This is an optimization exercise on Yosys and OpenROAD, whose aim is a short achievable clock period and few clock cycles, not a production implementation. In this exercise RTL edits were held to simulation tests only and were not proved equivalent to the original. Power and IR drop assume default switching activity.

==> design/flow/config.mk <==
export PLATFORM = sky130hd
export DESIGN_NAME = mips
export DESIGN_NICKNAME = mips
export VERILOG_FILES = /design/flow/design.v
export SDC_FILE = /design/flow/constraint.sdc
export NUM_CORES = 4
export LEC_CHECK = 0
export CAP_MARGIN = 35
export CORE_MARGIN = 2
export CORE_UTILIZATION = 30
export PLACE_DENSITY = 0.5
export SLEW_MARGIN = 30
export TNS_END_PERCENT = 100
==> design/flow/constraint.sdc <==
create_clock -name core_clock -period 11.5 [get_ports {clk}]
set_input_delay 2.3000 -clock core_clock [delete_from_list [all_inputs] [get_ports {clk}]]
set_output_delay 2.3000 -clock core_clock [all_outputs]
set_load 0.01 [all_outputs]
==> design/flow/design.v <==
module mips(
    input clk,
    input rst,
    output [9:0] imem_addr,
    input [31:0] imem_rdata,
    output [9:0] dmem_addr,
    input [31:0] dmem_rdata,
    output dmem_we,
    output [3:0] dmem_wstrb,
    output [31:0] dmem_wdata
);
reg [31:0] pc_f;
reg [31:0] ir, pc_d, pc4_d;
reg        v_d;
reg [31:0] a_q, b_q, sd_q, alt_q;
reg        e_we;                     
reg [4:0]  e_rd;
reg        e_load, e_lb, e_lbu, e_store, e_sb;
reg        e_add, e_sub, e_slt, e_sltu, e_logic, e_sll, e_srl, e_sra;
reg [3:0]  e_tt;                     
reg [5:0]  e_mc;                     
reg        e_jr;                     
reg        e_kill;                   
reg [31:0] m_res;
reg        m_we;
reg [4:0]  m_rd;
reg        m_load, m_lb, m_lbu;
reg        m_dwe;
reg [3:0]  m_strb;
reg [31:0] m_wdata;
reg [31:0] w_val;
reg        w_we;
reg [4:0]  w_rd;
reg [31:0] rf [1:31];
reg [7:0] ld_byte;
always @(*) begin
    case (m_res[1:0])
    2'b00: ld_byte = dmem_rdata[7:0];
    2'b01: ld_byte = dmem_rdata[15:8];
    2'b10: ld_byte = dmem_rdata[23:16];
    default: ld_byte = dmem_rdata[31:24];
    endcase
end
wire [31:0] ld_val = m_lb  ? {{24{ld_byte[7]}}, ld_byte} :
                     m_lbu ? {24'd0, ld_byte} : dmem_rdata;
wire [31:0] mem_val = m_load ? ld_val : m_res;
wire [5:0] op = ir[31:26];
wire [4:0] rs = ir[25:21];
wire [4:0] rt = ir[20:16];
wire [4:0] rd = ir[15:11];
wire [4:0] sh = ir[10:6];
wire [5:0] fn = ir[5:0];
wire r_type  = (op == 6'h00);
wire d_jr    = r_type & (fn == 6'h08);
wire d_jalr  = r_type & (fn == 6'h09);
wire d_addu  = r_type & (fn == 6'h21);
wire d_subu  = r_type & (fn == 6'h23);
wire d_sltr  = r_type & (fn == 6'h2A);
wire d_sltur = r_type & (fn == 6'h2B);
wire d_and   = r_type & (fn == 6'h24);
wire d_or    = r_type & (fn == 6'h25);
wire d_xor   = r_type & (fn == 6'h26);
wire d_nor   = r_type & (fn == 6'h27);
wire d_sll   = r_type & (fn == 6'h00);
wire d_srl   = r_type & (fn == 6'h02);
wire d_sra   = r_type & (fn == 6'h03);
wire d_sllv  = r_type & (fn == 6'h04);
wire d_srlv  = r_type & (fn == 6'h06);
wire d_srav  = r_type & (fn == 6'h07);
wire d_shimm = d_sll | d_srl | d_sra;
wire d_addiu = (op == 6'h09);
wire d_slti  = (op == 6'h0A);
wire d_sltiu = (op == 6'h0B);
wire d_andi  = (op == 6'h0C);
wire d_ori   = (op == 6'h0D);
wire d_xori  = (op == 6'h0E);
wire d_lui   = (op == 6'h0F);
wire d_lw    = (op == 6'h23);
wire d_lb    = (op == 6'h20);
wire d_lbu   = (op == 6'h24);
wire d_sw    = (op == 6'h2B);
wire d_sb    = (op == 6'h28);
wire d_beq   = (op == 6'h04);
wire d_bne   = (op == 6'h05);
wire d_rimm  = (op == 6'h01);
wire d_bltz  = d_rimm & ~rt[0];
wire d_bgez  = d_rimm &  rt[0];
wire d_blez  = (op == 6'h06);
wire d_bgtz  = (op == 6'h07);
wire d_j     = (op == 6'h02);
wire d_jal   = (op == 6'h03);
wire d_load   = d_lw | d_lb | d_lbu;
wire d_store  = d_sw | d_sb;
wire d_branch = d_beq | d_bne | d_rimm | d_blez | d_bgtz;
wire d_ialu   = d_addiu | d_slti | d_sltiu | d_andi | d_ori | d_xori | d_lui;
wire [4:0] d_dst = d_jal ? 5'd31 :
                   (r_type & ~d_jr) ? rd :
                   (d_ialu | d_load) ? rt : 5'd0;
wire d_wr = (d_dst != 5'd0);
wire use_rs = ~(d_j | d_jal | d_lui | d_shimm);
wire use_rt = r_type | d_beq | d_bne | d_store;
wire [31:0] rf_rs = (rs == 5'd0) ? 32'd0 : rf[rs];
wire [31:0] rf_rt = (rt == 5'd0) ? 32'd0 : rf[rt];
wire [31:0] rs_val = (w_we && w_rd == rs) ? w_val : rf_rs;
wire [31:0] rt_val = (w_we && w_rd == rt) ? w_val : rf_rt;
wire e_wv = e_we & ~e_kill;
wire stall = v_d & e_load & e_wv &
             ((use_rs & (e_rd == rs)) | (use_rt & (e_rd == rt)));
wire rs_ex  = use_rs & e_wv & (e_rd == rs);
wire rs_mem = use_rs & m_we & (m_rd == rs);
wire rt_ex  = use_rt & e_wv & (e_rd == rt);
wire rt_mem = use_rt & m_we & (m_rd == rt);
wire b_imm = d_ialu | d_load | d_store | d_jal | d_jalr;
wire [31:0] simm = {{16{ir[15]}}, ir[15:0]};
wire [31:0] zimm = {16'd0, ir[15:0]};
wire [31:0] a_early = d_shimm ? {27'd0, sh} : rs_mem ? mem_val : rs_val;
wire [31:0] rt_early = rt_mem ? mem_val : rt_val;
wire [31:0] b_early = (d_jal | d_jalr) ? pc4_d :
                   d_lui ? {ir[15:0], 16'd0} :
                   (d_andi | d_ori | d_xori) ? zimm :
                   (d_addiu | d_slti | d_sltiu | d_load | d_store) ? simm :
                   rt_early;
wire [3:0] d_tt = (d_and | d_andi) ? 4'b1000 :
                  (d_or  | d_ori)  ? 4'b1110 :
                  (d_xor | d_xori) ? 4'b0110 :
                  d_nor            ? 4'b0001 :
                                     4'b1010;    
wire d_logic = d_and | d_andi | d_or | d_ori | d_xor | d_xori | d_nor |
               d_lui | d_jal | d_jalr;
wire        pred_t  = d_branch & ir[15];           
wire [31:0] br_tgt  = pc_d + {simm[29:0], 2'b00};
wire [31:0] j_tgt   = {pc_d[31:28], ir[25:0], 2'b00} + 32'h0000_3000;
wire        id_redir = v_d & ~stall & (d_j | d_jal | pred_t);
wire [5:0] d_mc = {(d_beq & ~pred_t) | (d_bne & pred_t),
                   (d_bne & ~pred_t) | (d_beq & pred_t),
                   (d_bltz & ~pred_t) | (d_bgez & pred_t),
                   (d_bgez & ~pred_t) | (d_bltz & pred_t),
                   (d_blez & ~pred_t) | (d_bgtz & pred_t),
                   (d_bgtz & ~pred_t) | (d_blez & pred_t)};
wire [31:0] id_tgt  = (d_j | d_jal) ? j_tgt : br_tgt;
function [32:0] ks_add;
    input [31:0] a, b;
    input cin;
    reg [31:0] p, g, pp, gg, pn, gn;
    integer i, d;
    begin
        p = a ^ b;
        g = a & b;
        gg = g;
        gg[0] = g[0] | (p[0] & cin);
        pp = p;
        for (d = 1; d < 32; d = d * 2) begin
            for (i = 0; i < 32; i = i + 1) begin
                if (i >= d) begin
                    gn[i] = gg[i] | (pp[i] & gg[i-d]);
                    pn[i] = pp[i] & pp[i-d];
                end else begin
                    gn[i] = gg[i];
                    pn[i] = pp[i];
                end
            end
            gg = gn;
            pp = pn;
        end
        ks_add = {gg[31], p ^ {gg[30:0], cin}};
    end
endfunction
wire [31:0] opa = a_q;
wire [31:0] opb = b_q;
wire [31:0] ops = sd_q;
wire [16:0] sl   = {1'b0, opa[15:0]} + {1'b0, opb[15:0]};
wire [16:0] sh0  = {1'b0, opa[31:16]} + {1'b0, opb[31:16]};
wire [16:0] sh1  = {1'b0, opa[31:16]} + {1'b0, opb[31:16]} + 17'd1;
wire [32:0] sum_c = sl[16] ? {sh1, sl[15:0]} : {sh0, sl[15:0]};
wire [16:0] dl   = {1'b0, opa[15:0]} + {1'b0, ~opb[15:0]} + 17'd1;
wire [16:0] dh0  = {1'b0, opa[31:16]} + {1'b0, ~opb[31:16]};
wire [16:0] dh1  = {1'b0, opa[31:16]} + {1'b0, ~opb[31:16]} + 17'd1;
wire [32:0] diff_c = dl[16] ? {dh1, dl[15:0]} : {dh0, dl[15:0]};
wire [31:0] sum  = sum_c[31:0];
wire [31:0] diff = diff_c[31:0];
wire lt_s = (opa[31] ^ opb[31]) ? opa[31] : diff[31];
wire lt_u = ~diff_c[32];
wire [31:0] lres = ({32{e_tt[0]}} & ~opa & ~opb) | ({32{e_tt[1]}} & ~opa & opb) |
                   ({32{e_tt[2]}} &  opa & ~opb) | ({32{e_tt[3]}} &  opa & opb);
wire        big  = |opa[31:5];
wire [4:0]  amt  = opa[4:0];
wire [31:0] sll_r = big ? 32'd0 : (opb << amt);
wire signed [32:0] sr_in = {e_sra & opb[31], opb};
wire signed [32:0] sr_sh = sr_in >>> amt;
wire [31:0] srl_r = big ? {32{e_sra & opb[31]}} : sr_sh[31:0];
wire [31:0] ex_res = ({32{e_add}} & sum) | ({32{e_sub}} & diff) |
                     {31'd0, (e_slt & lt_s) | (e_sltu & lt_u)} |
                     ({32{e_logic}} & lres) | ({32{e_sll}} & sll_r) |
                     ({32{e_srl | e_sra}} & srl_r);
wire a_eq   = (opa == opb);
wire a_zero = (opa == 32'd0);
wire a_neg  = opa[31];
wire a_le   = a_neg | a_zero;
wire mispred = (e_mc[5] & a_eq) | (e_mc[4] & ~a_eq) | (e_mc[3] & a_neg) |
               (e_mc[2] & ~a_neg) | (e_mc[1] & a_le) | (e_mc[0] & ~a_le);
wire ex_redir = (mispred | e_jr) & ~e_kill;
wire [31:0] jr_tgt = opa + 32'h0000_3000;
wire [31:0] ex_tgt = e_jr ? jr_tgt : alt_q;
wire [1:0] ea = sum[1:0];
wire [3:0] st_strb = e_sb ? (4'b0001 << ea) : 4'b1111;
wire [31:0] st_data = e_sb ? {4{ops[7:0]}} : ops;
assign imem_addr  = pc_f[11:2];
assign dmem_addr  = m_res[11:2];
assign dmem_we    = m_dwe;
assign dmem_wstrb = m_strb;
assign dmem_wdata = m_wdata;
wire [31:0] pc4_f = pc_f + 32'd4;
wire [31:0] pc_seq = stall ? pc_f : id_redir ? id_tgt : pc4_f;
always @(posedge clk or posedge rst) begin
    if (rst) begin
        pc_f <= 32'h0000_3000;
        v_d  <= 1'b0;
    end else begin
        pc_f <= ex_redir ? ex_tgt : pc_seq;
        v_d  <= ex_redir ? 1'b0 : stall ? v_d : ~id_redir;
    end
end
always @(posedge clk) begin
    if (~stall) begin
        ir    <= imem_rdata;
        pc_d  <= pc_f;
        pc4_d <= pc4_f;
    end
end
always @(posedge clk) begin
    a_q   <= rs_ex ? ex_res : a_early;
    b_q   <= (rt_ex & ~b_imm) ? ex_res : b_early;
    sd_q  <= rt_ex ? ex_res : rt_early;
    e_rd  <= d_dst;
    e_lb  <= d_lb;
    e_lbu <= d_lbu;
    e_sb  <= d_sb;
    e_tt  <= d_tt;
    e_add <= d_addu | d_addiu | d_load | d_store;
    e_sub <= d_subu;
    e_slt <= d_sltr | d_slti;
    e_sltu <= d_sltur | d_sltiu;
    e_logic <= d_logic;
    e_sll <= d_sll | d_sllv;
    e_srl <= d_srl | d_srlv;
    e_sra <= d_sra | d_srav;
    alt_q <= pred_t ? pc4_d : br_tgt;
end
wire id_go = v_d & ~stall;
always @(posedge clk or posedge rst) begin
    if (rst) begin
        e_we <= 1'b0; e_load <= 1'b0; e_store <= 1'b0; e_mc <= 6'd0; e_jr <= 1'b0;
        e_kill <= 1'b0;
    end else begin
        e_we    <= id_go & d_wr;
        e_load  <= id_go & d_load;
        e_store <= id_go & d_store;
        e_mc    <= {6{id_go}} & d_mc;
        e_jr    <= id_go & (d_jr | d_jalr);
        e_kill  <= ex_redir;
    end
end
always @(posedge clk) begin
    m_res   <= ex_res;
    m_rd    <= e_rd;
    m_lb    <= e_lb;
    m_lbu   <= e_lbu;
    m_strb  <= st_strb;
    m_wdata <= st_data;
end
always @(posedge clk or posedge rst) begin
    if (rst) begin
        m_we <= 1'b0; m_load <= 1'b0; m_dwe <= 1'b0;
    end else begin
        m_we   <= e_we & ~e_kill;
        m_load <= e_load;
        m_dwe  <= e_store & ~e_kill;
    end
end
always @(posedge clk) begin
    w_val <= mem_val;
    w_rd  <= m_rd;
end
always @(posedge clk or posedge rst) begin
    if (rst) w_we <= 1'b0;
    else     w_we <= m_we;
end
integer i;
always @(posedge clk or posedge rst) begin
    if (rst) begin
        for (i = 1; i < 32; i = i + 1) rf[i] <= 32'd0;
    end else begin
        for (i = 1; i < 32; i = i + 1)
            if (w_we && w_rd == i) rf[i] <= w_val;
    end
end
endmodule
==> design/flow/flow/run.sh <==
#!/bin/bash
# Standard layout, with the timing repair steps asked to leave more setup slack than the
# clock needs (the constraint file is the standard flow's, unchanged).
set -euo pipefail
bash standard.sh SETUP_SLACK_MARGIN=8 TNS_END_PERCENT=100 finish > standard_flow.log 2>&1
==> design/flow/standard.sh <==
#!/bin/bash
# synth_recipe.tcl (not shown) runs the flow's synth.tcl, then flattens the netlist and writes it again
# the make line also repeats each setting of config.mk as NAME=value (left out here)
make -C /OpenROAD-flow-scripts/flow DESIGN_CONFIG=/design/flow/config.mk WORK_HOME=/design/flow/orfs CLKGATE_MAP_FILE= SYNTH_SCRIPT=/design/flow/synth_recipe.tcl "${@:-finish}"
==> results.yml, run 1 <==
critical_path:
  crit_buf_inv: 6
  crit_path_end_kind: "register"
  cp-start-kind: "register"
  crit_cells: 17
  path_class: "reg -> reg"
  rrSetupSlack_ps: 7610
  cp.arrival_ps: 4600
  worstPathCellList: "buf_6 -> inv_4 -> ha_4 -> fa_2 -> a211o_4 -> a2111oi_4 -> a311oi_4 -> a2111oi_4 -> buf_4 -> buf_6 -> o2111ai_4 -> or3_4 -> nor2_4 -> xnor2_2 -> a211oi_4 -> buf_4 -> inv_2"
  worst_path_largest_cell_delay_ps: 400
  slowest_stage: "or3_4"
  cp_data_required_time_ps: 12210
  rr_worst_depth: 17
  path_delay_family: "compound AO/OA/AOI/OAI gates"
  crit_fanout: 5
sta:
  tightest_slew_ps: 1050
  slew_violations: 0
  slew_headroom_pct: 29.7
  fin_tns_setup_ps: 0
  fmax_mhz: 257
  hold_viol_final: 0
  hold_ws_ps: 372
  min_period_ps: 3890
  finClkSkew_ps: 48.0
  fin_crit_sh_pct: 33.8
  setup_viol: 0
  rsz0062_at_grt: "true"
synthesis:
  ys_warn_count: 34
  yosys_register_bits: 1394
  synth_area_per_cell_um2: 10.4
  syn_nets: 7523
  ys.flop_type: "dfrtp_1"
  synth_edf_count: 94
  async_reset_ff_share_pct: 74.6
  ys_types: 104
  netlist_instances: 7354
  netlist_area_mm2: 0.0768
  seq_area_frac_synth_pct: 44.3
finish:
  area_growth_pct: 24.8
  largest_register_ffs: 992
  final_cell_mix: "mux2_2 (1034), dfrtp_1 (1025), a22oi_1 (754)"
  layout-drive-gt1-share_pct: 35.6
  finalNetCount: 7815
  final_common_cell: "mux2_2"
  regMostFlops: "rf"
  instances_no_fill: 11139
grt:
  met1_usage_pct: 37.3
  grt-ovfl-total: 0
  use_met3_pct: 12.1
  grt_max_degree: 112
  grt_antenna_before_repair: 35
  busiest_layer: "met2"
  grt_pass1_wl_um: 576000
  grt_pass1_vias: 69057
  use_met2_pct: 46.0
  track_usage_pct: 31.5
die:
  core_mm2: 0.254
  start_util_pct: 30.2
  rows: 185
  die_x_um: 510
  boundaryPins: 123
  die_h_um: 510
  dieArea_mm2: 0.260
clock_tree:
  root_buffer: "clkbuf_16"
  htree_num_levels: 4
  clkLatencyLatePin_ps: 840
  cts_buffers: 152
  clk_pin_slew_ps: 60
  clk_path_buf_depth: 3
  clkSinkCount: 1394
  cts_tree: "done"
  cts-hold-fix-buffers: 0
routing:
  avgViaCountPerCell: 6.55
  firstDrtPassIters: 10
  vias: 72999
  routed_wl_um: 431000
  dr.first_iter.drc_count: 12127
  ant_nets: 0
  wire_per_inst_um: 38.7
  drc: 0
power_and_ir_drop:
  p_sw_share_pct: 32.5
  clkPwrFrac_pct: 36.1
  vdd_drop_max_uv: 163
  leakage_nw: 41.4
  power_density_mw_per_mm2: 150
  power_frac_seq_pct: 41.9
  p_int_mw: 9.73
  pwr-share-comb_pct: 22.0
  netSwitchingPower_mw: 4.69
outcome:
  status: "no timing/DRC/antenna violations"
placement:
  placed_cells: 10440
  port_buffers: 122
  hpwl_um: 266000
  gp_congestion: 0.971
min_path:
  hold_depth: 0
  hp-class: "reg -> reg"
job:
  drv_cap: 0
==> timing repair <==
action	4_1_cts	5_1_grt
pin swaps	121	177
gates cloned	16	16
gates resized for setup	851	383
buffers inserted	182	198
setup endpoints to repair	1130	610
==> worst register-to-register path: stages (launching register included) <==
cell       delay, ps
dfxtp_2          330
buf_6            130
inv_4             40
ha_4             160
fa_2             380
a211o_4          380
a2111oi_4        360
a311oi_4          90
a2111oi_4        310
buf_4            190
buf_6             90
o2111ai_4        130
or3_4            400
nor2_4           110
xnor2_2           90
a211oi_4         390
buf_4            190
inv_2             30
==> power by group through the flow <==
| stage | Clock (mW) | Sequential [mW] | Combinational [mW] |
|---|---|---|---|
| 6_report | 5.20 | 6.04 | 3.17 |
| 5_1_grt | 5.45 | 6.06 | 3.35 |
| 4_1_cts | 5.24 | 6.01 | 2.88 |
| 3_5_place_dp | 0 | 6.12 | 2.56 |
| 3_3_place_gp | 0 | 6.13 | 2.52 |
| 2_1_floorplan | 0 | 5.77 | 1.75 |
==> through the flow <==
| step | instance area (µm²) | util (%) | setup WS [ps] | total power [mW] |
|---|---|---|---|---|
| global placement | 82500 | 32.4 | 6460 | 8.65 |
| CTS | 92100 | 36.2 | 7610 | 14.1 |
| finish | 95900 | 37.7 | 7610 | 14.4 |
| detailed placement | 82900 | 32.6 | 6280 | 8.68 |
| global route | 95900 | 37.7 | 7560 | 14.9 |
| floorplan | 77000 | - | -5140 | 7.52 |
==> per-layer routing <==
metal	wire (µm)	part of all wire (%)	vias to the layer above
met5	224	0.052	-
met4	41800	9.7	26
met3	57100	13	2091
met2	179000	41	5992
met1	153000	36	36459
li1	-	-	28431
==> cells in the mapped netlist (93+ instances only) <==
master / count / area share (%)
a21oi_1: 279 / 1.8
dfrtp_1: 1038 / 34
nor3_1: 110 / 0.72
inv_1: 148 / 0.72
buf_1: 100 / 0.49
nand3_1: 148 / 0.96
a22oi_1: 762 / 7.4
mux4_2: 93 / 2.7
nor2_1: 417 / 2.0
edfxtp_1: 94 / 3.7
ha_1: 98 / 1.6
nand2_1: 484 / 2.4
mux2_2: 1050 / 15
clkbuf_1: 545 / 2.7
o21ai_0: 263 / 1.7
dfxtp_1: 260 / 6.8
nand4_1: 137 / 1.1
==> cell families (layout without fill, tap and decap cells) <==
family	count (synthesis)	count (layout)	share of synthesized area, %
XOR/XNOR	166	166	1.90
buffers and inverters	848	1251	4.32
other	0	12	0
adder cells (fa/ha/maj)	103	103	1.73
flip-flops	1394	1394	44.3
multiplexers	1205	1205	18.9
AO/OA/AOI/OAI	1984	1985	18.4
AND/OR/NAND/NOR	1654	1657	10.4
==> final timing paths <==
check,start,to
setup / recovery,b_q[16]$_DFF_P_,m_res[0]$_DFF_P_
hold / removal,m_rd[1]$_DFF_P_,w_rd[1]$_DFF_P_
setup reg to reg,b_q[16]$_DFF_P_,m_res[0]$_DFF_P_
hold reg to reg,m_rd[1]$_DFF_P_,w_rd[1]$_DFF_P_
max in group asynchronous,rst,rf[31][4]$_DFFE_PP0P_
min in group asynchronous,rst,rf[16][15]$_DFFE_PP0P_
==> final cells by class <==
type | count | area, µm²
tap | 3366 | 4210
clock buffer | 213 | 4400
multi-input combinational | 5116 | 43000
sequential | 1394 | 34200
fill | 24712 | 159000
clock inverter | 56 | 797
timing repair buffer | 831 | 8580
antenna | 12 | 30.0
inverter | 151 | 614
Testbench counts, summed over its fixed seeds: cycles 24,865.
==> inputs of run 2 (changes only) <==
--- a/design/flow/design.v
+++ b/design/flow/design.v
@@ -13,4 +13,7 @@
 reg [31:0] ir, pc_d, pc4_d;
 reg        v_d;
+reg        u_rs, u_rt;               
+reg        fx_rs, fm_rs, fw_rs, fx_rt, fm_rt, fw_rt;
+reg [31:0] ras_tgt, ras_link;
 reg [31:0] a_q, b_q, sd_q, alt_q;
 reg        e_we;                     
@@ -20,4 +23,6 @@
 reg [3:0]  e_tt;                     
 reg [5:0]  e_mc;                     
+reg        e_addx;                   
+reg        e_jrp;                    
 reg        e_jr;                     
 reg        e_kill;                   
@@ -98,18 +103,17 @@
                    (d_ialu | d_load) ? rt : 5'd0;
 wire d_wr = (d_dst != 5'd0);
-wire use_rs = ~(d_j | d_jal | d_lui | d_shimm);
-wire use_rt = r_type | d_beq | d_bne | d_store;
+wire use_rs = u_rs;
+wire use_rt = u_rt;
 wire [31:0] rf_rs = (rs == 5'd0) ? 32'd0 : rf[rs];
 wire [31:0] rf_rt = (rt == 5'd0) ? 32'd0 : rf[rt];
-wire [31:0] rs_val = (w_we && w_rd == rs) ? w_val : rf_rs;
-wire [31:0] rt_val = (w_we && w_rd == rt) ? w_val : rf_rt;
+wire [31:0] rs_val = fw_rs ? w_val : rf_rs;
+wire [31:0] rt_val = fw_rt ? w_val : rf_rt;
 wire e_wv = e_we & ~e_kill;
-wire stall = v_d & e_load & e_wv &
-             ((use_rs & (e_rd == rs)) | (use_rt & (e_rd == rt)));
-wire rs_ex  = use_rs & e_wv & (e_rd == rs);
-wire rs_mem = use_rs & m_we & (m_rd == rs);
-wire rt_ex  = use_rt & e_wv & (e_rd == rt);
-wire rt_mem = use_rt & m_we & (m_rd == rt);
-wire b_imm = d_ialu | d_load | d_store | d_jal | d_jalr;
+wire stall = v_d & e_load & ((use_rs & fx_rs) | (use_rt & fx_rt));
+wire rs_ex  = use_rs & fx_rs;
+wire rs_mem = use_rs & fm_rs;
+wire rt_ex  = use_rt & fx_rt;
+wire rt_mem = use_rt & fm_rt;
+wire b_imm = d_ialu | d_load | d_store | d_jal | d_jalr | d_jr;
 wire [31:0] simm = {{16{ir[15]}}, ir[15:0]};
 wire [31:0] zimm = {16'd0, ir[15:0]};
@@ -117,4 +121,5 @@
 wire [31:0] rt_early = rt_mem ? mem_val : rt_val;
 wire [31:0] b_early = (d_jal | d_jalr) ? pc4_d :
+                   d_jr ? ras_link :
                    d_lui ? {ir[15:0], 16'd0} :
                    (d_andi | d_ori | d_xori) ? zimm :
@@ -131,5 +136,9 @@
 wire [31:0] br_tgt  = pc_d + {simm[29:0], 2'b00};
 wire [31:0] j_tgt   = {pc_d[31:28], ir[25:0], 2'b00} + 32'h0000_3000;
-wire        id_redir = v_d & ~stall & (d_j | d_jal | pred_t);
+wire ex_zero = ((a_q ^ b_q) == {a_q[30:0] | b_q[30:0], 1'b0});
+wire fz = (d_beq | d_bne) & (rt == 5'd0) & rs_ex & e_addx;
+wire fz_taken = d_beq ? ex_zero : ~ex_zero;
+wire br_ids = d_branch & (fz ? fz_taken : pred_t);
+wire        id_redir = v_d & ~stall & (d_j | d_jal | d_jr | br_ids);
 wire [5:0] d_mc = {(d_beq & ~pred_t) | (d_bne & pred_t),
                    (d_bne & ~pred_t) | (d_beq & pred_t),
@@ -138,5 +147,5 @@
                    (d_blez & ~pred_t) | (d_bgtz & pred_t),
                    (d_bgtz & ~pred_t) | (d_blez & pred_t)};
-wire [31:0] id_tgt  = (d_j | d_jal) ? j_tgt : br_tgt;
+wire [31:0] id_tgt  = (d_j | d_jal) ? j_tgt : d_jr ? ras_tgt : br_tgt;
 function [32:0] ks_add;
     input [31:0] a, b;
@@ -199,7 +208,7 @@
 wire mispred = (e_mc[5] & a_eq) | (e_mc[4] & ~a_eq) | (e_mc[3] & a_neg) |
                (e_mc[2] & ~a_neg) | (e_mc[1] & a_le) | (e_mc[0] & ~a_le);
-wire ex_redir = (mispred | e_jr) & ~e_kill;
+wire ex_redir = (mispred | e_jr | (e_jrp & ~a_eq)) & ~e_kill;
 wire [31:0] jr_tgt = opa + 32'h0000_3000;
-wire [31:0] ex_tgt = e_jr ? jr_tgt : alt_q;
+wire [31:0] ex_tgt = (e_jr | e_jrp) ? jr_tgt : alt_q;
 wire [1:0] ea = sum[1:0];
 wire [3:0] st_strb = e_sb ? (4'b0001 << ea) : 4'b1111;
@@ -211,4 +220,11 @@
 assign dmem_wdata = m_wdata;
 wire [31:0] pc4_f = pc_f + 32'd4;
+wire [4:0] n_rs = imem_rdata[25:21];
+wire [4:0] n_rt = imem_rdata[20:16];
+wire [5:0] n_op = imem_rdata[31:26];
+wire [5:0] n_fn = imem_rdata[5:0];
+wire n_use_rs = ~((n_op == 6'h02) | (n_op == 6'h03) | (n_op == 6'h0F) |
+                  ((n_op == 6'h00) & ((n_fn == 6'h00) | (n_fn == 6'h02) | (n_fn == 6'h03))));
+wire n_use_rt = (n_op == 6'h00) | (n_op == 6'h04) | (n_op == 6'h05) | (n_op == 6'h2B) | (n_op == 6'h28);
 wire [31:0] pc_seq = stall ? pc_f : id_redir ? id_tgt : pc4_f;
 always @(posedge clk or posedge rst) begin
@@ -224,4 +240,6 @@
     if (~stall) begin
         ir    <= imem_rdata;
+        u_rs  <= n_use_rs;
+        u_rt  <= n_use_rt;
         pc_d  <= pc_f;
         pc4_d <= pc4_f;
@@ -229,4 +247,30 @@
 end
 always @(posedge clk) begin
+    if (~stall) begin
+        fx_rs <= v_d & d_wr & (d_dst == n_rs);
+        fm_rs <= e_wv & (e_rd == n_rs);
+        fw_rs <= m_we & (m_rd == n_rs);
+        fx_rt <= v_d & d_wr & (d_dst == n_rt);
+        fm_rt <= e_wv & (e_rd == n_rt);
+        fw_rt <= m_we & (m_rd == n_rt);
+    end else begin
+        fx_rs <= 1'b0;
+        fm_rs <= fx_rs;
+        fw_rs <= fm_rs;
+        fx_rt <= 1'b0;
+        fm_rt <= fx_rt;
+        fw_rt <= fm_rt;
+    end
+end
+always @(posedge clk or posedge rst) begin
+    if (rst) begin
+        ras_tgt  <= 32'h0000_3000;
+        ras_link <= 32'd0;
+    end else if (v_d & ~stall & (d_jal | d_jalr)) begin
+        ras_tgt  <= pc4_d + 32'h0000_3000;
+        ras_link <= pc4_d;
+    end
+end
+always @(posedge clk) begin
     a_q   <= rs_ex ? ex_res : a_early;
     b_q   <= (rt_ex & ~b_imm) ? ex_res : b_early;
@@ -239,4 +283,5 @@
     e_add <= d_addu | d_addiu | d_load | d_store;
     e_sub <= d_subu;
+    e_addx <= d_addu | d_addiu;
     e_slt <= d_sltr | d_slti;
     e_sltu <= d_sltur | d_sltiu;
@@ -251,4 +296,5 @@
     if (rst) begin
         e_we <= 1'b0; e_load <= 1'b0; e_store <= 1'b0; e_mc <= 6'd0; e_jr <= 1'b0;
+        e_jrp <= 1'b0;
         e_kill <= 1'b0;
     end else begin
@@ -256,6 +302,7 @@
         e_load  <= id_go & d_load;
         e_store <= id_go & d_store;
-        e_mc    <= {6{id_go}} & d_mc;
-        e_jr    <= id_go & (d_jr | d_jalr);
+        e_mc    <= {6{id_go & ~fz}} & d_mc;
+        e_jr    <= id_go & d_jalr;
+        e_jrp   <= id_go & d_jr;
         e_kill  <= ex_redir;
     end
--- a/design/flow/config.mk
+++ b/design/flow/config.mk
@@ -8,6 +8,8 @@
 export CAP_MARGIN = 35
 export CORE_MARGIN = 2
-export CORE_UTILIZATION = 30
-export PLACE_DENSITY = 0.5
+export CORE_UTILIZATION = 50
+export CTS_CLUSTER_DIAMETER = 60
+export CTS_CLUSTER_SIZE = 30
+export PLACE_DENSITY = 0.65
 export SLEW_MARGIN = 30
 export TNS_END_PERCENT = 100
==> results.yml, run 2 <==
outcome:
  status: "no timing/DRC/antenna violations"
placement:
  gp_congestion: 1.09
  placed_cells: 9473
  hpwl_um: 249000
  port_buffers: 122
  pre_cts_ws_ps: 5490
  postPlaceCellArea_mm2: 0.0839
finish:
  design_area_mm2: 0.0948
  multi_input_comb_area_mm2: 0.0442
  finalNetCount: 7986
  area_growth_pct: 18.7
  final_cell_mix: "dfrtp_1 (1079), mux2_2 (1021), a22oi_1 (811)"
  instances_no_fill: 9978
  layout-drive-gt1-share_pct: 32.7
  largest_register_ffs: 992
  regMostFlops: "rf"
  final_common_cell: "dfrtp_1"
  final-seq-area_mm2: 0.0358
  fillers: 13191
  utilization_pct: 59.8
grt:
  track_usage_pct: 47.9
  grt_antenna_before_repair: 30
  grt-ovfl-total: 0
  grt_max_degree: 128
  grt_pass1_wl_um: 553000
  grt_pass1_vias: 71142
synthesis:
  synth_area_per_cell_um2: 10.3
  synth_top_area_share_pct: 34.1
  netlist_instances: 7731
  ys.flop_type: "dfrtp_1"
  synth.most_common_cell: "dfrtp_1"
  ys_warn_count: 34
  syn_nets: 7932
  netlist_area_mm2: 0.0799
  seq_area_frac_synth_pct: 44.5
  yosys.area.top_type: "dfrtp_1"
  ys_types: 88
  yosys-top-cells-area: "dfrtp_1 (34%), mux2_2 (14%), a22oi_1 (7.7%), dfxtp_1 (6.7%), edfxtp_1 (3.6%)"
  async_reset_ff_share_pct: 75.1
  yosys-top-cells-count: "dfrtp_1 (1089), mux2_2 (1023), a22oi_1 (816)"
  yosys_register_bits: 1456
  synth_edf_count: 96
critical_path:
  worstPathCellList: "buf_6 -> nand3b_1 -> buf_4 -> nor2_4 -> buf_6 -> a222oi_1 -> nand3_1 -> nor3_1 -> a21oi_2 -> a211oi_1 -> a21o_1 -> a21oi_1 -> a2bb2oi_1"
  critPathMostFrequentCell: "buf_6"
  worst_path_largest_cell_delay_ps: 510
  crit_path_end_kind: "register"
  path_delay_family: "compound AO/OA/AOI/OAI gates"
  crit_buf_inv: 3
  cp-start-kind: "register"
  slowest_stage: "buf_6"
  path_class: "reg -> reg"
  cp_data_required_time_ps: 12170
  cp.arrival_ps: 4510
  rr_worst_depth: 13
  crit_fanout: 26
  crit_cells: 13
clock_tree:
  cts-hold-fix-buffers: 0
  clkLatencyLatePin_ps: 820
  cts_buffers: 117
  cts_tree: "done"
  root_buffer: "clkbuf_16"
  clk_pin_slew_ps: 90
  clk_path_buf_depth: 3
  htree_num_levels: 3
  clkSinkCount: 1456
routing:
  ant_nets: 0
  avgViaCountPerCell: 7.60
  routed_wl_um: 404000
  wire_per_inst_um: 40.5
  firstDrtPassIters: 14
  drc: 0
  dr.first_iter.drc_count: 14146
  vias: 75791
sta:
  rsz0062_at_grt: "true"
  min_period_ps: 3840
  hold_viol_final: 0
  setup_ws_ps: 7660
  hold_ws_ps: 329
  setup_viol: 0
  fin_crit_sh_pct: 33.4
  slew_violations: 0
  fmax_mhz: 261
  tightest_slew_ps: 1140
  fin_tns_setup_ps: 0
  finClkSkew_ps: 79.5
  slew_headroom_pct: 24.3
power_and_ir_drop:
  vdd_drop_max_uv: 154
  leakage_nw: 41.6
  total_power_mw: 14.4
  power_density_mw_per_mm2: 152
die:
  rows: 146
  boundaryPins: 123
  die_h_um: 404
  die_x_um: 404
  start_util_pct: 50.4
  core_mm2: 0.159
  dieArea_mm2: 0.163
job:
  drv_cap: 0
min_path:
  hold_depth: 0
  hp-class: "reg -> reg"
-- run 2: timing repair --
item,in CTS,in global routing
setup endpoints to repair,834,497
cloned,8,8
pin swaps,89,103
resized for setup,939,316
buffers inserted,157,84
-- run 2: worst register-to-register path, stage by stage, from the launching register on --
cell and delay (ps):
edfxtp_1 350, buf_6 310, nand3b_1 210, buf_4 200, nor2_4 350, buf_6 510
a222oi_1 320, nand3_1 120, nor3_1 70, a21oi_2 410, a211oi_1 110, a21o_1 230
a21oi_1 150, a2bb2oi_1 350
-- run 2: metal layers --
layer | track usage [%] | wire length [µm] | up-vias
li1 | - | - | 29057
met1 | 58.2 | 137000 | 37182
met2 | 66.5 | 162000 | 7192
met3 | 19.2 | 60900 | 2326
met4 | 38.7 | 42500 | 34
met5 | 2.59 | 783 | -
-- run 2: final cells by class --
| cell class | instances | area share, % |
|---|---|---|
| multi-input combinational | 5368 | 46.6 |
| sequential | 1456 | 37.8 |
| timing repair buffer | 645 | 7.21 |
| clock buffer | 126 | 3.27 |
| tap | 2072 | 2.73 |
| clock inverter | 98 | 1.49 |
| inverter | 197 | 0.818 |
| antenna | 16 | 0.0422 |
-- run 2: path summary, 6_finish.rpt --
| check | start | endpoint | slack [ps] |
|---|---|---|---|
| setup reg to reg | ir[20]$_DFFE_PN_ | b_q[22]$_DFF_P_ | 7660 |
| setup / recovery | ir[20]$_DFFE_PN_ | b_q[22]$_DFF_P_ | 7660 |
| max in group asynchronous | rst | rf[17][18]$_DFFE_PP0P_ | 8110 |
| hold reg to reg | e_lbu$_DFF_P_ | m_lbu$_DFF_P_ | 330 |
| min in group asynchronous | rst | rf[22][11]$_DFFE_PP0P_ | 2210 |
| hold / removal | e_lbu$_DFF_P_ | m_lbu$_DFF_P_ | 330 |
-- run 2: cell families after synthesis --
kind of cell / count (synthesis) / share of synthesized area (%)
adders and majority gates: 135 / 2.16
xor gates and xnor gates: 241 / 2.64
AOI/OAI and AO/OA: 2093 / 18.0
and+or+nand+nor: 1716 / 10.3
buffers and inverters: 907 / 4.38
DFF: 1456 / 44.5
muxes: 1183 / 18.0
-- run 2: power breakdown --
part / switching [mW] / total [mW] / internal, mW / leakage, nW
registers: 0.646 / 6.33 / 5.68 / 18.4
logic: 1.96 / 3.29 / 1.33 / 21.0
clock network: 2.48 / 4.75 / 2.27 / 2.20
Testbench counts of run 2, summed over its fixed seeds: cycles 23,535.
==> inputs of run 3 (changes only) <==
--- a/design/flow/design.v
+++ b/design/flow/design.v
@@ -11,8 +11,12 @@
 );
 reg [31:0] pc_f;
+reg [9:0]  pc_o;                     
 reg [31:0] ir, pc_d, pc4_d;
 reg        v_d;
 reg        u_rs, u_rt;               
 reg        fx_rs, fm_rs, fw_rs, fx_rt, fm_rt, fw_rt;
+reg [31:0] rq_s, rq_t, w2_val;
+reg        f2_rs, f2_rt;
+reg        sm_s, sw_s, s2_s, sq_s, sm_t, sw_t, s2_t, sq_t;
 reg [31:0] ras_tgt, ras_link;
 reg [31:0] a_q, b_q, sd_q, alt_q;
@@ -28,4 +32,5 @@
 reg        e_kill;                   
 reg [31:0] m_res;
+reg [9:0]  m_addr;                   
 reg        m_we;
 reg [4:0]  m_rd;
@@ -105,19 +110,16 @@
 wire use_rs = u_rs;
 wire use_rt = u_rt;
-wire [31:0] rf_rs = (rs == 5'd0) ? 32'd0 : rf[rs];
-wire [31:0] rf_rt = (rt == 5'd0) ? 32'd0 : rf[rt];
-wire [31:0] rs_val = fw_rs ? w_val : rf_rs;
-wire [31:0] rt_val = fw_rt ? w_val : rf_rt;
+wire [31:0] rs_val = fw_rs ? w_val : f2_rs ? w2_val : rq_s;
+wire [31:0] rt_val = fw_rt ? w_val : f2_rt ? w2_val : rq_t;
 wire e_wv = e_we & ~e_kill;
-wire stall = v_d & e_load & ((use_rs & fx_rs) | (use_rt & fx_rt));
-wire rs_ex  = use_rs & fx_rs;
-wire rs_mem = use_rs & fm_rs;
-wire rt_ex  = use_rt & fx_rt;
-wire rt_mem = use_rt & fm_rt;
+wire stall = v_d & e_load & (fx_rs | fx_rt);
+wire rs_ex  = fx_rs;
+wire rs_mem = fm_rs;
+wire rt_ex  = fx_rt;
+wire rt_mem = fm_rt;
 wire b_imm = d_ialu | d_load | d_store | d_jal | d_jalr | d_jr;
 wire [31:0] simm = {{16{ir[15]}}, ir[15:0]};
 wire [31:0] zimm = {16'd0, ir[15:0]};
-wire [31:0] a_early = d_shimm ? {27'd0, sh} : rs_mem ? mem_val : rs_val;
-wire [31:0] rt_early = rt_mem ? mem_val : rt_val;
+wire [31:0] a_early = d_shimm ? {27'd0, sh} : rs_val;
 wire [31:0] b_early = (d_jal | d_jalr) ? pc4_d :
                    d_jr ? ras_link :
@@ -125,5 +127,5 @@
                    (d_andi | d_ori | d_xori) ? zimm :
                    (d_addiu | d_slti | d_sltiu | d_load | d_store) ? simm :
-                   rt_early;
+                   rt_val;
 wire [3:0] d_tt = (d_and | d_andi) ? 4'b1000 :
                   (d_or  | d_ori)  ? 4'b1110 :
@@ -135,10 +137,35 @@
 wire        pred_t  = d_branch & ir[15];           
 wire [31:0] br_tgt  = pc_d + {simm[29:0], 2'b00};
-wire [31:0] j_tgt   = {pc_d[31:28], ir[25:0], 2'b00} + 32'h0000_3000;
 wire ex_zero = ((a_q ^ b_q) == {a_q[30:0] | b_q[30:0], 1'b0});
 wire fz = (d_beq | d_bne) & (rt == 5'd0) & rs_ex & e_addx;
 wire fz_taken = d_beq ? ex_zero : ~ex_zero;
-wire br_ids = d_branch & (fz ? fz_taken : pred_t);
-wire        id_redir = v_d & ~stall & (d_j | d_jal | d_jr | br_ids);
+wire [31:0] rs_id = ({32{sm_s}} & m_res) | ({32{sw_s}} & w_val) | ({32{s2_s}} & w2_val) | ({32{sq_s}} & rq_s);
+wire [31:0] rt_id = ({32{sm_t}} & m_res) | ({32{sw_t}} & w_val) | ({32{s2_t}} & w2_val) | ({32{sq_t}} & rq_t);
+wire rs_ok = ~rs_ex & ~(rs_mem & m_load);
+wire rt_ok = ~rt_ex & ~(rt_mem & m_load);
+wire br_ready = (rs_ok & (~use_rt | rt_ok)) | fz;
+wire e_mw = (m_res == w_val),  e_m2 = (m_res == w2_val), e_mt = (m_res == rq_t);
+wire e_w2 = (w_val == w2_val), e_wt = (w_val == rq_t),   e_2t = (w2_val == rq_t);
+wire e_sm = (rq_s == m_res),   e_sw = (rq_s == w_val),   e_s2 = (rq_s == w2_val);
+wire e_st = (rq_s == rq_t);
+wire id_eq = (sm_s & sm_t) | (sm_s & sw_t & e_mw) | (sm_s & s2_t & e_m2) | (sm_s & sq_t & e_mt) |
+             (sw_s & sm_t & e_mw) | (sw_s & sw_t) | (sw_s & s2_t & e_w2) | (sw_s & sq_t & e_wt) |
+             (s2_s & sm_t & e_m2) | (s2_s & sw_t & e_w2) | (s2_s & s2_t) | (s2_s & sq_t & e_2t) |
+             (sq_s & sm_t & e_sm) | (sq_s & sw_t & e_sw) | (sq_s & s2_t & e_s2) | (sq_s & sq_t & e_st);
+wire id_neg  = rs_id[31];
+wire id_zero = (sm_s & (m_res == 32'd0)) | (sw_s & (w_val == 32'd0)) |
+               (s2_s & (w2_val == 32'd0)) | (sq_s & (rq_s == 32'd0));
+wire id_le   = id_neg | id_zero;
+wire id_ok = v_d & ~stall;
+wire gr = id_ok & br_ready;
+wire gz = gr & fz;
+wire gn = gr & ~fz;
+wire take_id = (gz & d_beq & ex_zero) | (gz & d_bne & ~ex_zero) |
+               (gn & d_beq & id_eq) | (gn & d_bne & ~id_eq) |
+               (gr & d_bltz & id_neg) | (gr & d_bgez & ~id_neg) |
+               (gr & d_blez & id_le) | (gr & d_bgtz & ~id_le);
+wire d_jrx = d_jr | d_jalr;
+wire early_redir = id_ok & d_branch & ~br_ready & pred_t;
+wire id_redir = early_redir | take_id;
 wire [5:0] d_mc = {(d_beq & ~pred_t) | (d_bne & pred_t),
                    (d_bne & ~pred_t) | (d_beq & pred_t),
@@ -147,5 +174,5 @@
                    (d_blez & ~pred_t) | (d_bgtz & pred_t),
                    (d_bgtz & ~pred_t) | (d_blez & pred_t)};
-wire [31:0] id_tgt  = (d_j | d_jal) ? j_tgt : d_jr ? ras_tgt : br_tgt;
+wire [31:0] id_tgt  = br_tgt;
 function [32:0] ks_add;
     input [31:0] a, b;
@@ -188,6 +215,6 @@
 wire [31:0] sum  = sum_c[31:0];
 wire [31:0] diff = diff_c[31:0];
-wire lt_s = (opa[31] ^ opb[31]) ? opa[31] : diff[31];
-wire lt_u = ~diff_c[32];
+wire lt_s = {~opa[31], opa[30:0]} < {~opb[31], opb[30:0]};
+wire lt_u = opa < opb;
 wire [31:0] lres = ({32{e_tt[0]}} & ~opa & ~opb) | ({32{e_tt[1]}} & ~opa & opb) |
                    ({32{e_tt[2]}} &  opa & ~opb) | ({32{e_tt[3]}} &  opa & opb);
@@ -214,6 +241,6 @@
 wire [3:0] st_strb = e_sb ? (4'b0001 << ea) : 4'b1111;
 wire [31:0] st_data = e_sb ? {4{ops[7:0]}} : ops;
-assign imem_addr  = pc_f[11:2];
-assign dmem_addr  = m_res[11:2];
+assign imem_addr  = pc_o;
+assign dmem_addr  = m_addr;
 assign dmem_we    = m_dwe;
 assign dmem_wstrb = m_strb;
@@ -227,5 +254,15 @@
                   ((n_op == 6'h00) & ((n_fn == 6'h00) | (n_fn == 6'h02) | (n_fn == 6'h03))));
 wire n_use_rt = (n_op == 6'h00) | (n_op == 6'h04) | (n_op == 6'h05) | (n_op == 6'h2B) | (n_op == 6'h28);
-wire [31:0] pc_seq = stall ? pc_f : id_redir ? id_tgt : pc4_f;
+wire [31:0] pc_seq = stall ? pc_f : early_redir ? id_tgt : pc4_f;
+wire n_jmp = (n_op == 6'h02) | (n_op == 6'h03);
+wire n_jr  = (n_op == 6'h00) & (n_fn == 6'h08);
+wire ras_we = v_d & ~stall & (d_jal | d_jalr);
+wire [31:0] ras_now = ras_we ? pc4_d + 32'h0000_3000 : ras_tgt;
+wire [31:0] if_tgt = n_jr ? ras_now : {pc_f[31:28], imem_rdata[25:0], 2'b00} + 32'h0000_3000;
+wire if_redir = (n_jmp | n_jr) & ~stall & ~early_redir;
+wire [31:0] pc_next = ex_redir ? ex_tgt : take_id ? br_tgt : if_redir ? if_tgt : pc_seq;
+always @(posedge clk) begin
+    pc_o <= rst ? 10'd0 : pc_next[11:2];
+end
 always @(posedge clk or posedge rst) begin
     if (rst) begin
@@ -233,5 +270,5 @@
         v_d  <= 1'b0;
     end else begin
-        pc_f <= ex_redir ? ex_tgt : pc_seq;
+        pc_f <= pc_next;
         v_d  <= ex_redir ? 1'b0 : stall ? v_d : ~id_redir;
     end
@@ -246,13 +283,32 @@
     end
 end
+wire nfm_s = stall ? fx_rs : n_use_rs & e_wv & (e_rd == n_rs);
+wire nfw_s = stall ? fm_rs : m_we & (m_rd == n_rs);
+wire nf2_s = stall ? fw_rs : w_we & (w_rd == n_rs);
+wire nfm_t = stall ? fx_rt : n_use_rt & e_wv & (e_rd == n_rt);
+wire nfw_t = stall ? fm_rt : m_we & (m_rd == n_rt);
+wire nf2_t = stall ? fw_rt : w_we & (w_rd == n_rt);
 always @(posedge clk) begin
+    w2_val <= w_val;
+    sm_s <= nfm_s;
+    sw_s <= ~nfm_s & nfw_s;
+    s2_s <= ~nfm_s & ~nfw_s & nf2_s;
+    sq_s <= ~nfm_s & ~nfw_s & ~nf2_s;
+    sm_t <= nfm_t;
+    sw_t <= ~nfm_t & nfw_t;
+    s2_t <= ~nfm_t & ~nfw_t & nf2_t;
+    sq_t <= ~nfm_t & ~nfw_t & ~nf2_t;
     if (~stall) begin
-        fx_rs <= v_d & d_wr & (d_dst == n_rs);
-        fm_rs <= e_wv & (e_rd == n_rs);
+        f2_rs <= w_we & (w_rd == n_rs);
+        f2_rt <= w_we & (w_rd == n_rt);
+        fx_rs <= n_use_rs & v_d & d_wr & (d_dst == n_rs);
+        fm_rs <= n_use_rs & e_wv & (e_rd == n_rs);
         fw_rs <= m_we & (m_rd == n_rs);
-        fx_rt <= v_d & d_wr & (d_dst == n_rt);
-        fm_rt <= e_wv & (e_rd == n_rt);
+        fx_rt <= n_use_rt & v_d & d_wr & (d_dst == n_rt);
+        fm_rt <= n_use_rt & e_wv & (e_rd == n_rt);
         fw_rt <= m_we & (m_rd == n_rt);
     end else begin
+        f2_rs <= fw_rs;
+        f2_rt <= fw_rt;
         fx_rs <= 1'b0;
         fm_rs <= fx_rs;
@@ -263,9 +319,15 @@
     end
 end
+wire [4:0] rfa_s = stall ? rs : n_rs;
+wire [4:0] rfa_t = stall ? rt : n_rt;
+always @(posedge clk) begin
+    rq_s <= (rfa_s == 5'd0) ? 32'd0 : rf[rfa_s];
+    rq_t <= (rfa_t == 5'd0) ? 32'd0 : rf[rfa_t];
+end
 always @(posedge clk or posedge rst) begin
     if (rst) begin
         ras_tgt  <= 32'h0000_3000;
         ras_link <= 32'd0;
-    end else if (v_d & ~stall & (d_jal | d_jalr)) begin
+    end else if (ras_we) begin
         ras_tgt  <= pc4_d + 32'h0000_3000;
         ras_link <= pc4_d;
@@ -273,7 +335,7 @@
 end
 always @(posedge clk) begin
-    a_q   <= rs_ex ? ex_res : a_early;
-    b_q   <= (rt_ex & ~b_imm) ? ex_res : b_early;
-    sd_q  <= rt_ex ? ex_res : rt_early;
+    a_q   <= rs_ex ? ex_res : rs_mem ? mem_val : a_early;
+    b_q   <= (rt_ex & ~b_imm) ? ex_res : (rt_mem & ~b_imm) ? mem_val : b_early;
+    sd_q  <= rt_ex ? ex_res : rt_mem ? mem_val : rt_val;
     e_rd  <= d_dst;
     e_lb  <= d_lb;
@@ -302,5 +364,5 @@
         e_load  <= id_go & d_load;
         e_store <= id_go & d_store;
-        e_mc    <= {6{id_go & ~fz}} & d_mc;
+        e_mc    <= {6{id_go & ~br_ready}} & d_mc;
         e_jr    <= id_go & d_jalr;
         e_jrp   <= id_go & d_jr;
@@ -310,4 +372,5 @@
 always @(posedge clk) begin
     m_res   <= ex_res;
+    m_addr  <= sum[11:2];
     m_rd    <= e_rd;
     m_lb    <= e_lb;
--- a/design/flow/config.mk
+++ b/design/flow/config.mk
@@ -8,8 +8,6 @@
 export CAP_MARGIN = 35
 export CORE_MARGIN = 2
-export CORE_UTILIZATION = 50
-export CTS_CLUSTER_DIAMETER = 60
-export CTS_CLUSTER_SIZE = 30
-export PLACE_DENSITY = 0.65
+export CORE_UTILIZATION = 30
+export PLACE_DENSITY = 0.5
 export SLEW_MARGIN = 30
 export TNS_END_PERCENT = 100
==> results.yml, run 3 <==
finish:
  largest_register_ffs: 992
  multi_input_comb_area_mm2: 0.0522
  regMostFlops: "rf"
  final_cell_mix: "dfrtp_1 (1100), mux2_2 (1023), nand2_1 (490)"
  final-seq-area_mm2: 0.0386
  final_common_cell: "dfrtp_1"
  layout-drive-gt1-share_pct: 37.1
  fillers: 28094
  finalNetCount: 9213
  area_growth_pct: 31.1
grt:
  grt_pass1_wl_um: 705000
  track_usage_pct: 33.6
  grt-ovfl-total: 0
  grt_max_degree: 89
  grt_pass1_vias: 81789
  grt_antenna_before_repair: 52
die:
  dieArea_mm2: 0.300
  start_util_pct: 30.2
  core_mm2: 0.294
  boundaryPins: 123
  rows: 199
  die_x_um: 548
  die_h_um: 548
synthesis:
  yosys-top-cells-area: "dfrtp_1 (31%), mux2_2 (13%), dfxtp_1 (8.8%), a221oi_1 (3.3%), edfxtp_1 (3.2%)"
  async_reset_ff_share_pct: 69.5
  synth.most_common_cell: "dfrtp_1"
  seq_area_frac_synth_pct: 43.2
  synth_edf_count: 95
  yosys.area.top_type: "dfrtp_1"
  syn_nets: 8867
  ys.flop_type: "dfrtp_1"
  yosys-top-cells-count: "dfrtp_1 (1101), mux2_2 (1029), clkbuf_1 (569)"
  ys_warn_count: 34
  netlist_instances: 8665
  ys_types: 97
  yosys_register_bits: 1591
  synth_top_area_share_pct: 31.0
  synth_area_per_cell_um2: 10.2
  netlist_area_mm2: 0.0888
critical_path:
  cp_data_required_time_ps: 12230
  rr_worst_depth: 15
  rrSetupSlack_ps: 7490
  crit_fanout: 4
  reg2reg_from: "a_q[0]$_DFF_P_"
  worstSetupEndpoint: "sd_q[29]$_DFF_P_"
  cp.arrival_ps: 4740
  path_class: "reg -> reg"
  worstSetupStartpoint: "a_q[0]$_DFF_P_"
  crit_path_end_kind: "register"
  cp-start-kind: "register"
  crit-reg2reg-capture: "sd_q[29]$_DFF_P_"
job:
  drv_cap: 0
placement:
  hpwl_um: 300000
  pre_cts_ws_ps: 4500
  port_buffers: 122
  gp_congestion: 1.01
routing:
  ant_nets: 0
  drc: 0
  routed_wl_um: 538000
  dr.first_iter.drc_count: 14655
  vias: 88736
  avgViaCountPerCell: 6.75
  firstDrtPassIters: 14
  wire_per_inst_um: 40.9
clock_tree:
  clk_pin_slew_ps: 60
  root_buffer: "clkbuf_16"
  clk_path_buf_depth: 4
  clkSinkCount: 1591
  htree_num_levels: 4
  clkLatencyLatePin_ps: 950
  cts-hold-fix-buffers: 0
  cts_buffers: 188
  cts_tree: "done"
sta:
  slew_violations: 0
  rsz0062_at_grt: "true"
  hold_ws_ps: 340
  min_period_ps: 4010
  setup_ws_ps: 7490
  fmax_mhz: 249
  hold_viol_final: 0
  slew_headroom_pct: 25.9
  setup_viol: 0
  fin_crit_sh_pct: 34.9
  finClkSkew_ps: 141
  fin_tns_setup_ps: 0
  tightest_slew_ps: 1110
power_and_ir_drop:
  vdd_drop_max_uv: 128
  pwr-share-comb_pct: 21.8
  power_frac_seq_pct: 41.2
  total_power_mw: 16.7
  clkPwrFrac_pct: 37.0
  p_int_mw: 11.2
  leakage_nw: 50.0
  netSwitchingPower_mw: 5.48
  p_sw_share_pct: 32.9
  power_density_mw_per_mm2: 143
outcome:
  status: "no timing/DRC/antenna violations"
min_path:
  hp-class: "reg -> reg"
[run 3: metrics by stage]
stage | instances | area (µm²) | util, %
detailed placement | 12113 | 94900 | 32.3
floorplan | 8665 | 88900 | -
CTS | 12879 | 112000 | 37.9
finish | 13144 | 116000 | 39.6
global route | 13098 | 116000 | 39.5
global placement | 12079 | 94100 | 32.0
[run 3: worst min-delay path by stage]
stage | start | end | cells after the start
after floorplan | e_lb$_DFF_P_ | m_lb$_DFF_P_ | 0
after global placement | e_lb$_DFF_P_ | m_lb$_DFF_P_ | 0
after detailed placement | e_lb$_DFF_P_ | m_lb$_DFF_P_ | 0
after CTS | e_lb$_DFF_P_ | m_lb$_DFF_P_ | 0
after global routing | e_lb$_DFF_P_ | m_lb$_DFF_P_ | 0
final | e_lb$_DFF_P_ | m_lb$_DFF_P_ | 0
[run 3: cells by family (layout without fill, tap and decap cells)]
logic type / after synthesis / in the layout / synth area share [%]
and+or+nand+nor: 1862 / 1869 / 9.91
buffers and inverters: 1060 / 1547 / 4.76
AOI/OAI and AO/OA: 2205 / 2206 / 18.0
other: 0 / 65 / 0
muxes: 1242 / 1242 / 16.6
adders and majority gates: 136 / 136 / 1.96
xor gates and xnor gates: 569 / 569 / 5.61
DFF: 1591 / 1591 / 43.2
[run 3: power groups by stage]
| stage | sequential [mW] | combinational, mW | clock [mW] |
|---|---|---|---|
| floorplan | 6.59 | 2.03 | 0 |
| global placement | 6.92 | 2.86 | 0 |
| detailed placement | 6.93 | 2.90 | 0 |
| CTS | 6.83 | 3.34 | 6.20 |
| global route | 6.90 | 3.81 | 6.42 |
| finish | 6.88 | 3.63 | 6.18 |
[run 3: timing repair]
item,in CTS,in global routing
endpoints found under the hold margin,0,0
resized for setup,1562,512
gates cloned,74,25
pin swaps,256,307
setup buffers,353,171
setup endpoints to repair,1317,565
[run 3: layout make-up]
type,count,share of cell area [%]
diodes,65,0.140
clock buffers,272,4.75
clock inverters,67,0.569
inverters,197,0.699
multi-input cells,6022,44.8
flip-flops and latches,1591,33.2
well taps,3919,4.21
repair buffers,1010,11.6
repair inverters,1,0.00752
[run 3: metal layers]
metal / track usage (%) / vias up / wire length (µm)
met5: 2.03 / - / 1420
met4: 27.0 / 46 / 59100
met3: 15.0 / 3121 / 75100
met2: 47.5 / 8343 / 214000
met1: 38.9 / 44065 / 188000
li1: - / 33161 / -
[run 3: worst max-delay path: stages (launching register included)]
cell	delay [ps]
dfxtp_4	410
ha_4	200
fa_2	410
a21oi_4	190
nor4_4	70
o31a_1	290
o31a_4	310
a41o_4	240
a2111oi_4	410
buf_12	180
buf_12	120
nor3_4	60
nor4b_4	160
xor2_2	230
o221ai_4	210
mux2_4	370
Testbench counts of run 3, summed over its fixed seeds: cycles 21,688.
==> inputs of run 4 (changes only) <==
--- a/design/flow/design.v
+++ b/design/flow/design.v
@@ -205,12 +205,6 @@
 wire [31:0] opb = b_q;
 wire [31:0] ops = sd_q;
-wire [16:0] sl   = {1'b0, opa[15:0]} + {1'b0, opb[15:0]};
-wire [16:0] sh0  = {1'b0, opa[31:16]} + {1'b0, opb[31:16]};
-wire [16:0] sh1  = {1'b0, opa[31:16]} + {1'b0, opb[31:16]} + 17'd1;
-wire [32:0] sum_c = sl[16] ? {sh1, sl[15:0]} : {sh0, sl[15:0]};
-wire [16:0] dl   = {1'b0, opa[15:0]} + {1'b0, ~opb[15:0]} + 17'd1;
-wire [16:0] dh0  = {1'b0, opa[31:16]} + {1'b0, ~opb[31:16]};
-wire [16:0] dh1  = {1'b0, opa[31:16]} + {1'b0, ~opb[31:16]} + 17'd1;
-wire [32:0] diff_c = dl[16] ? {dh1, dl[15:0]} : {dh0, dl[15:0]};
+wire [32:0] sum_c  = ks_add(opa, opb, 1'b0);
+wire [32:0] diff_c = ks_add(opa, ~opb, 1'b1);
 wire [31:0] sum  = sum_c[31:0];
 wire [31:0] diff = diff_c[31:0];
==> results.yml, run 4 <==
sta:
  setup_viol: 0
  hold_viol_final: 0
  fin_crit_sh_pct: 34.4
  finClkSkew_ps: 103
  tightest_slew_ps: 1090
  fin_tns_setup_ps: 0
  slew_headroom_pct: 27.6
  slew_violations: 0
  fmax_mhz: 253
  rsz0062_at_grt: "true"
  min_period_ps: 3950
min_path:
  hold_depth: 0
  hp-class: "reg -> reg"
  hold_start: "e_lbu$_DFF_P_"
synthesis:
  synth_edf_count: 95
  ys_types: 102
  netlist_instances: 8686
  async_reset_ff_share_pct: 69.5
  ys_warn_count: 34
  synth.most_common_cell: "dfrtp_1"
  netlist_area_mm2: 0.0885
  yosys-top-cells-area: "dfrtp_1 (31%), mux2_2 (13%), dfxtp_1 (8.8%), a22oi_1 (3.8%), edfxtp_1 (3.2%)"
  synth_top_area_share_pct: 31.1
  synth_area_per_cell_um2: 10.2
  syn_nets: 8884
  yosys-top-cells-count: "dfrtp_1 (1101), mux2_2 (1015), clkbuf_1 (614)"
  yosys.area.top_type: "dfrtp_1"
  ys.flop_type: "dfrtp_1"
  seq_area_frac_synth_pct: 43.3
  yosys_register_bits: 1591
critical_path:
  worstSetupEndpoint: "pc_o[8]$_SDFF_PP0_"
  cp.arrival_ps: 4680
  worst_path_largest_cell_delay_ps: 840
  cp-start-kind: "register"
  worstPathCellList: "xor2_1 -> nor4_1 -> nand4_1 -> nor4_2 -> or4_1 -> or4_1 -> mux2i_2 -> a21oi_4 -> buf_8 -> buf_12 -> and2_1 -> o311a_1"
  reg2reg_from: "rq_t[19]$_SDFF_PN0_"
  path_class: "reg -> reg"
  worstSetupStartpoint: "rq_t[19]$_SDFF_PN0_"
  cp_data_required_time_ps: 12230
  rr_worst_depth: 12
  critPathMostFrequentCell: "or4_1"
  rrSetupSlack_ps: 7550
  crit-reg2reg-capture: "pc_o[8]$_SDFF_PP0_"
  crit_path_end_kind: "register"
  crit_fanout: 6
  slowest_stage: "dfxtp_1"
finish:
  final_cell_mix: "dfrtp_1 (1099), mux2_2 (1009), nand2_1 (465)"
  finalNetCount: 9119
  layout-drive-gt1-share_pct: 35.4
  area_growth_pct: 28.6
  largest_register_ffs: 992
  design_area_mm2: 0.114
  regMostFlops: "rf"
  final_common_cell: "dfrtp_1"
  utilization_pct: 38.7
placement:
  gp_congestion: 0.977
  port_buffers: 122
  hpwl_um: 285000
  postPlaceCellArea_mm2: 0.0940
power_and_ir_drop:
  p_sw_share_pct: 33.4
  pwr-share-comb_pct: 23.0
  clkPwrFrac_pct: 35.9
  power_density_mw_per_mm2: 150
  netSwitchingPower_mw: 5.72
  p_int_mw: 11.4
  vdd_drop_max_uv: 147
  leakage_nw: 48.1
  power_frac_seq_pct: 41.1
clock_tree:
  cts_tree: "done"
  clkLatencyLatePin_ps: 930
  cts_buffers: 183
  clkSinkCount: 1591
  clk_path_buf_depth: 4
  clk_pin_slew_ps: 60
  htree_num_levels: 4
  root_buffer: "clkbuf_16"
die:
  die_h_um: 547
  core_mm2: 0.294
  die_x_um: 547
  rows: 199
  dieArea_mm2: 0.299
  boundaryPins: 123
  start_util_pct: 30.1
grt:
  grt_pass1_vias: 79539
  grt_pass1_wl_um: 677000
  grt_max_degree: 156
  grt-ovfl-total: 0
  track_usage_pct: 32.1
  grt_antenna_before_repair: 47
routing:
  wire_per_inst_um: 40.3
  avgViaCountPerCell: 6.71
  drc: 0
  ant_nets: 0
  vias: 87585
  routed_wl_um: 526000
  firstDrtPassIters: 30
  dr.first_iter.drc_count: 16859
job:
  drv_cap: 0
outcome:
  status: "no timing/DRC/antenna violations"
-- run 4: power by group through the flow --
| stage | clock, mW | sequential [mW] | combinational [mW] |
|---|---|---|---|
| 2_1_floorplan | 0 | 6.67 | 2.23 |
| 3_3_place_gp | 0 | 7.07 | 3.07 |
| 3_5_place_dp | 0 | 7.08 | 3.12 |
| 4_1_cts | 6.15 | 6.98 | 3.56 |
| 5_1_grt | 6.38 | 7.05 | 4.14 |
| 6_report | 6.14 | 7.03 | 3.94 |
-- run 4: repair_timing --
action,4_1_cts,5_1_grt
pin swaps,191,341
cloned,64,30
endpoints found under the setup margin,1358,535
buffers inserted,227,241
resized for setup,1402,519
hold buffers,0,0
-- run 4: worst min-delay path by stage --
stage,end,slack (ps)
5_1_grt,m_lbu$_DFF_P_,340
4_1_cts,m_lbu$_DFF_P_,330
6_report,m_lbu$_DFF_P_,310
2_1_floorplan,m_lb$_DFF_P_,310
3_3_place_gp,m_lbu$_DFF_P_,320
3_5_place_dp,m_lbu$_DFF_P_,330
-- run 4: cells by family after synthesis --
| kind of cell | count (synthesis) | share of synthesized area, % |
|---|---|---|
| buffers and inverters | 1084 | 4.99 |
| adder cells (fa/ha/maj) | 132 | 1.89 |
| flip-flops | 1591 | 43.3 |
| AND/OR/NAND/NOR | 1927 | 10.4 |
| XOR/XNOR | 527 | 5.21 |
| multiplexers | 1242 | 16.7 |
| AO/OA/AOI/OAI | 2183 | 17.5 |
-- run 4: through the flow --
step | worst slack, ps | power [mW] | hold WS (ps) | instances
after floorplan | -7760 | 8.90 | 310 | 8686
after global placement | 5120 | 10.1 | 319 | 12069
after detailed placement | 5100 | 10.2 | 331 | 12089
after CTS | 7770 | 16.7 | 331 | 12710
after global routing | 7620 | 17.6 | 344 | 12996
final | 7550 | 17.1 | 314 | 13054
-- run 4: critical path: cells and delay by family, from the launching register on --
| family | cells | cell delay [ps] |
|---|---|---|
| XOR/XNOR | 1 | 140 |
| flip-flops | 1 | 840 |
| multiplexers | 1 | 390 |
| buffers and inverters | 2 | 320 |
| AO/OA/AOI/OAI | 2 | 440 |
| AND/OR/NAND/NOR | 6 | 1650 |
-- run 4: cell type report --
cell class / instances / area (µm²)
Clock buffer: 262 / 5320
Timing Repair Buffer: 922 / 12000
Multi-Input combinational cell: 6019 / 51100
Tap cell: 3919 / 4900
Timing Repair inverter: 2 / 13.8
Sequential cell: 1591 / 38600
Inverter: 202 / 842
Antenna cell: 69 / 173
Clock inverter: 68 / 802
Fill cell: 28333 / 180000
-- run 4: routing by layer --
metal  global-route usage (%)  wire length [µm]  vias up
met1                     39.7            189000    43738
met5                    0.981              1220        -
met3                     12.9             75200     2702
met2                     45.3            209000     8144
met4                     22.3             50600       51
li1                         -                 -    32950
Testbench counts of run 4, summed over its fixed seeds: cycles 21,688.

## what the ideal ports hide
In the flow no input, the clock included, has a driving cell. The finished layouts below were timed again as built, in two steps. Step 1 (the two cells are an assumption about what drives the block):
set clk [get_ports {clk}]
set_driving_cell -lib_cell sky130_fd_sc_hd__clkbuf_16 $clk
set_driving_cell -lib_cell sky130_fd_sc_hd__buf_2 [delete_from_list [all_inputs] $clk]
Step 2, shift: input delay + t, output delay - t, t = (earliest + latest rising clock arrival at the registers) / 2. This alone moves slack from input paths to output paths. Slacks: no drivers / after step 1 / after step 2; pairs: no drivers / after step 1.
run	t, ns	slack for setup (ns)	worst register clock-pin slew, ns	worst slew at a driven data input, ns
run 1	0.916	7.612 / 7.612 / 7.017	0.07 / 0.07	0.10
run 2	0.878	7.662 / 7.662 / 6.843	0.11 / 0.11	0.05
run 3	0.975	7.486 / 7.486 / 6.594	0.07 / 0.07	0.17
run 4	0.972	7.548 / 7.548 / 6.768	0.08 / 0.08	0.11
After both steps every run listed still meets setup and hold. The setup slack of run 3, which loses most, moves by 0.000 ns with the drivers and by -0.892 ns with both steps.
